What follows belongs to an exercise in optimizing a design on an open flow for small area, a short achievable clock period and few clock cycles per item; a production flow would make more cautious choices. Only simulation tests tie the RTL to the original design; equivalence was not proved.

### flow/config.mk
export PLATFORM = sky130hd
export DESIGN_NAME = RSA_TOP
export DESIGN_NICKNAME = RSA_TOP
export VERILOG_FILES = /design/flow/design.v
export SDC_FILE = /design/flow/constraint.sdc
export NUM_CORES = 4
export LEC_CHECK = 0
export ABC_AREA = 1
export CAP_MARGIN = 20
export CORE_MARGIN = 2
export CORE_UTILIZATION = 60
export SLEW_MARGIN = 20
### flow/constraint.sdc
create_clock -name core_clock -period 160.0 [get_ports {clk}]
set_input_delay 32.0000 -clock core_clock [delete_from_list [all_inputs] [get_ports {clk}]]
set_output_delay 32.0000 -clock core_clock [all_outputs]
set_load 0.01 [all_outputs]
### flow/design.v
module RSA_MOD8 (input [7:0] X, input [3:0] M, output [3:0] R);
  wire [8:0] r3 = {1'b0, X};
  wire [8:0] d3 = r3 - {2'b0, M, 3'b0};
  wire [7:0] x3 = d3[8] ? r3[7:0] : d3[7:0];
  wire [7:0] d2 = {1'b0, x3[6:0]} - {2'b0, M, 2'b0};
  wire [6:0] x2 = d2[7] ? x3[6:0] : d2[6:0];
  wire [6:0] d1 = {1'b0, x2[5:0]} - {2'b0, M, 1'b0};
  wire [5:0] x1 = d1[6] ? x2[5:0] : d1[5:0];
  wire [5:0] d0 = {1'b0, x1[4:0]} - {2'b0, M};
  wire [4:0] x0 = d0[5] ? x1[4:0] : d0[4:0];
  assign R = x0[3:0];
endmodule
module RSA_POW (input [3:0] P, input [6:0] E, input [3:0] R, output reg [3:0] Y);
  always @(*) begin
    Y = R;
    case (P)
      4'd5: if (E[1]) case (R) 4'd2: Y = 4'd3; 4'd3: Y = 4'd2; default: Y = R; endcase
      4'd7: if ((E % 3) == 2) case (R)
              4'd2: Y = 4'd4; 4'd4: Y = 4'd2; 4'd3: Y = 4'd5; 4'd5: Y = 4'd3; default: Y = R; endcase
      4'd11: case (E % 10)
              7'd3: case (R) 4'd2: Y=4'd7; 4'd3: Y=4'd9; 4'd4: Y=4'd5; 4'd5: Y=4'd3; 4'd6: Y=4'd8;
                              4'd7: Y=4'd6; 4'd8: Y=4'd2; 4'd9: Y=4'd4; default: Y=R; endcase
              7'd7: case (R) 4'd2: Y=4'd8; 4'd3: Y=4'd5; 4'd4: Y=4'd9; 4'd5: Y=4'd4; 4'd6: Y=4'd7;
                              4'd7: Y=4'd2; 4'd8: Y=4'd6; 4'd9: Y=4'd3; default: Y=R; endcase
              7'd9: case (R) 4'd2: Y=4'd6; 4'd3: Y=4'd4; 4'd4: Y=4'd3; 4'd5: Y=4'd9; 4'd6: Y=4'd2;
                              4'd7: Y=4'd8; 4'd8: Y=4'd7; 4'd9: Y=4'd5; default: Y=R; endcase
              default: Y = R;
            endcase
      4'd13: case (E % 12)
              7'd5: case (R) 4'd2: Y=4'd6; 4'd3: Y=4'd9; 4'd4: Y=4'd10; 4'd5: Y=4'd5; 4'd6: Y=4'd2;
                              4'd7: Y=4'd11; 4'd8: Y=4'd8; 4'd9: Y=4'd3; 4'd10: Y=4'd4; 4'd11: Y=4'd7; 4'd12: Y=4'd12; default: Y=R; endcase
              7'd7: case (R) 4'd2: Y=4'd11; 4'd3: Y=4'd3; 4'd4: Y=4'd4; 4'd5: Y=4'd8; 4'd6: Y=4'd7;
                              4'd7: Y=4'd6; 4'd8: Y=4'd5; 4'd9: Y=4'd9; 4'd10: Y=4'd10; 4'd11: Y=4'd2; 4'd12: Y=4'd12; default: Y=R; endcase
              7'd11: case (R) 4'd2: Y=4'd7; 4'd3: Y=4'd9; 4'd4: Y=4'd10; 4'd5: Y=4'd8; 4'd6: Y=4'd11;
                              4'd7: Y=4'd2; 4'd8: Y=4'd5; 4'd9: Y=4'd3; 4'd10: Y=4'd4; 4'd11: Y=4'd6; 4'd12: Y=4'd12; default: Y=R; endcase
              default: Y = R;
            endcase
      default: Y = R;
    endcase
  end
endmodule
module RSA_IP (
    input  [3:0] IN_P, IN_Q,
    input  [6:0] IN_E,
    input  [7:0] IN_C,
    output [7:0] OUT_M
);
  wire       swp = IN_Q > IN_P;
  wire [3:0] s = swp ? IN_P : IN_Q;    
  wire [3:0] b = swp ? IN_Q : IN_P;    
  wire [3:0] rs, rb, ms, mb;
  RSA_MOD8 u_ms (.X(IN_C), .M(s), .R(rs));
  RSA_MOD8 u_mb (.X(IN_C), .M(b), .R(rb));
  RSA_POW  u_ps (.P(s), .E(IN_E), .R(rs), .Y(ms));
  RSA_POW  u_pb (.P(b), .E(IN_E), .R(rb), .Y(mb));
  reg [3:0] sinv;
  always @(*) begin
    case ({s, b})
      {4'd2, 4'd5}: sinv = 4'd3;  {4'd2, 4'd7}: sinv = 4'd4;  {4'd2, 4'd11}: sinv = 4'd6;  {4'd2, 4'd13}: sinv = 4'd7;
      {4'd3, 4'd5}: sinv = 4'd2;  {4'd3, 4'd7}: sinv = 4'd5;  {4'd3, 4'd11}: sinv = 4'd4;  {4'd3, 4'd13}: sinv = 4'd9;
      {4'd5, 4'd7}: sinv = 4'd3;  {4'd5, 4'd11}: sinv = 4'd9; {4'd5, 4'd13}: sinv = 4'd8;
      {4'd7, 4'd11}: sinv = 4'd8; {4'd7, 4'd13}: sinv = 4'd2; {4'd11, 4'd13}: sinv = 4'd6;
      default: sinv = 4'd1;
    endcase
  end
  wire [4:0] w0 = {1'b0, mb} - {1'b0, ms};
  wire [3:0] w  = w0[4] ? w0[3:0] + b : w0[3:0];
  wire [7:0] wk = w * sinv;
  wire [3:0] t;
  RSA_MOD8 u_mt (.X(wk), .M(b), .R(t));
  assign OUT_M = ms + s * t;
endmodule
module RSA_TOP (
    clk, rst_n, in_valid,
    in_p, in_q, in_e, in_c,
    out_valid, out_m
);
input clk, rst_n, in_valid;
input [3:0] in_p, in_q;
input [7:0] in_e, in_c;
output out_valid;
output [7:0] out_m;
reg [3:0] st;
always @(posedge clk or negedge rst_n) begin
  if (!rst_n) st <= 4'd0;
  else if (st[3]) st <= (st[2:0] == 3'd7) ? {3'd0, in_valid} : st + 4'd1;
  else if (in_valid) st <= 4'd1;
  else st <= {st[0], 3'd0};
end
wire first = in_valid & (st[3] | ~st[0]);
reg [3:0] kp, kq;
reg [6:0] ke;
always @(posedge clk) if (first) begin
  kp <= in_p; kq <= in_q; ke <= in_e[6:0];
end
reg [7:0] dl [0:7];
reg [7:0] mo;
integer i;
wire [7:0] m_w;
always @(posedge clk) begin
  dl[0] <= in_c;
  for (i = 1; i < 8; i = i + 1) dl[i] <= dl[i-1];
  mo <= m_w;
end
RSA_IP I_RSA_IP (.IN_P(kp), .IN_Q(kq), .IN_E(ke), .IN_C(dl[7]), .OUT_M(m_w));
assign out_valid = st[3];
assign out_m = mo & {8{st[3]}};
endmodule
### flow/run.sh
#!/bin/bash
# synth_recipe.tcl (not shown) runs the flow's synth.tcl, then flattens the netlist and writes it again
# the make line also repeats each setting of config.mk as NAME=value (left out here)
make -C /OpenROAD-flow-scripts/flow DESIGN_CONFIG=/design/flow/config.mk WORK_HOME=/design/flow/orfs CLKGATE_MAP_FILE= SYNTH_SCRIPT=/design/flow/synth_recipe.tcl finish
==> results.toml <==
[outcome]
outcome = "no timing/DRC/antenna violations"

[clocking]
root_buffer = "clkbuf_16"
cts_made_buffers = 9
cts_setup_buffers = 0
h-tree-depth = 3
cts_resized = 0
cts_buffer_depth = 2
postCtsHoldBufs = 0
cts.sinks = 91
clk_pin_slew_ns = 0.06
clk_latency_ns = 0.33
cts_tree = "yes"

[detailed_routing]
wl_per_cell_um = 13.2
ant_nets = 0
num_vias = 8512
avgViaCountPerCell = 5.43
first_pass_iters = 5
drc_errors = 0
routed_wl_um = 20700
dr.first_iter.drc_count = 718

[synthesis]
synth_fp_nets = 1490
ys_seq_elements = 91
synth_edf_count = 15
syn_inst = 1343
syn_area_per_cell_um2 = 6.82
synth_area_leaders = "dfxtp_1, nand2_1, ha_1"
async_reset_ff_share_pct = 4.40
netlist-cell-type-count = 59
ys_warn_count = 5
ys_seq_area_share_pct = 21.8
yosysTopAreaCellShare_pct = 15.7
synth-main-ff-cell = "dfxtp_1"
synth_largest_area_cell = "dfxtp_1"
syn_area_um2 = 9160

[floorplanning]
die_width_um = 128
placementRows = 45
die_h_um = 128
initial_core_util_pct = 60.9
die-area_um2 = 16300
core_area_um2 = 15000
ios = 36

[sta]
setup_violations = 0
post-route-period-util_pct = 21.0
hold-worst-slack_ns = 0.325
clock-skew-final_ns = 0.00372
tightest_slew_ns = 0.842
hold_viol_final = 0
finalWorstSetupSlack_ns = 126.45
fmax_mhz = 29.8
rsz0062_at_grt = "no"
relSlewSlack_pct = 43.3
period_needed_ns = 33.55
maxSlewViolCount = 0
setup_tns_ns = 0

[worst_setup_path]
cp-start-kind = "flop"
crit_buf_inv = 2
crit_type = "reg2out"
arrival_ns = 1.55
critPathSlowestCell = "dfrtp_1"
endpoint_kind = "primary output"
critPathTopFamily = "buffers and inverters"
path_max_fanout = 11
max_stage_delay_ns = 0.53
crit_chain = "nand2_1 > inv_1 > clkdlybuf4s50_1"
crit_required_ns = 128.00

[layout]
fill_cells = 1384
layout_common_cells = "nand2_1, inv_1, nor2_1"
final_common_cell = "nand2_1"
antennaDiodeCount = 0
seqCellArea_um2 = 1990
layout-drive-gt1-share_pct = 8.33
syn2layout_area_growth_pct = 8.68
final_util_pct = 66.2
multi_input_area_um2 = 6230
nets = 1523

[grt]
antenna_found_initial = 0
grt_usage_pct = 26.0
grt_pass1_vias = 7738
grt_first_pass_wirelength_um = 35600
grt_max_degree = 17
grt-ovfl-total = 0

[placement]
gp_congestion = 0.956
place_ws_ns = 126.81
portBuffers = 34
hpwl_um = 16200

[flow_run]
maxCapViolations = 0

[worst_hold_path]
hold_class = "reg2reg"
[synth_stat cells (3+ instances only)]
cell	n
nor3_1	10
nand2_1	336
a31oi_1	5
ha_1	95
o2111ai_1	3
o21ai_2	4
nand3_1	107
o221ai_1	4
xnor2_1	10
xor2_1	24
fa_1	25
dfrtp_1	4
a21oi_2	3
nand3_2	22
nor2_2	9
inv_1	203
or2_2	11
edfxtp_1	15
nand4_1	25
nand2_4	4
clkbuf_1	6
o21ai_0	63
buf_6	5
o22ai_1	5
dfxtp_1	72
a21oi_1	52
o211ai_1	8
a211oi_1	3
o21ai_1	14
o21bai_1	3
nand2_2	13
inv_2	12
nand3b_1	4
buf_4	3
nor2_4	7
nor2_1	123
[per-stage QoR]
stage	std cells	area [um2]
floorplan	1343	9160
global placement	1553	9650
detailed placement	1553	9650
CTS	1569	9950
global route	1569	9950
finish	1569	9950
[cell type report]
| type | instances | area share (%) |
|---|---|---|
| clock buffer | 10 | 2.30 |
| clock inverter | 6 | 0.717 |
| inverter | 219 | 8.30 |
| multi-input combinational | 1017 | 62.6 |
| sequential | 91 | 20.0 |
| tap | 188 | 2.36 |
| timing repair buffer | 38 | 3.72 |
[registers in the layout, summed over array words and instances, names as in the netlist]
| signal | cells |
|---|---|
| mo | 8 |
| kq | 4 |
| st | 4 |
| dl | 64 |
| ke | 7 |
| kp | 4 |
[per-layer routing]
metal / routed length (um) / share of wire [%] / vias to the layer above / global-route usage, %
li1: - / - / 4445 / -
met1: 9900 / 48 / 3797 / 37.4
met2: 9430 / 45 / 243 / 42.9
met3: 1110 / 5.4 / 27 / 2.01
met4: 286 / 1.4 / 0 / 5.69
met5: 0 / 0 / - / 0
[worst paths after layout]
| path | startpoint | to | slack, ns | depth (start not counted) |
|---|---|---|---|---|
| max | st[3] | out_m[6] | 126.45 | 3 |
| max in group asynchronous | rst_n | st[1] | 127.95 | 1 |
| min | dl[2][5] | dl[3][5] | 0.33 | 0 |
| max reg2reg | kq[3] | mo[6] | 137.76 | 111 |
| min in group asynchronous | rst_n | st[0] | 31.87 | 1 |
| min reg2reg | dl[2][5] | dl[3][5] | 0.33 | 0 |
[cells by family after synthesis]
| logic type | share of synthesized area (%) |
|---|---|
| DFF | 21.8 |
| muxes | 0.232 |
| and+or+nand+nor | 34.4 |
| xor gates and xnor gates | 3.25 |
| buffers and inverters | 10.2 |
| AOI/OAI and AO/OA | 11.6 |
| adders and majority gates | 18.5 |
Testbench counts, summed over its fixed seeds: cycles 8,160, items 480.

==> separate check: timing with driven ports <==
In the flow no input, the clock included, has a driving cell. The finished layout below was timed again as built, in two steps.
Step 1: set_driving_cell puts a clkbuf_16 on clk and a buf_2 on each other input, an assumption about the parent block.
Step 2 times the ports against the registers' clock, not the clock port: input delays grow and output delays shrink by t, the midpoint of the rising clock arrivals with the driver on.
Three values: ideal ports, drivers, drivers and shift; two values: the first two.
t, ns: 0.360
slack for setup (ns): 126.449 / 126.416 / 126.776
hold WS [ns]: 0.325 / 0.325 / 0.325
slew at the worst register clock pin (ns): 0.06 / 0.06
worst data-port slew with drivers (ns): 0.03
After both steps this run still meets setup and hold. The setup slack of this run moves by -0.033 ns with the drivers and by +0.327 ns with both steps.
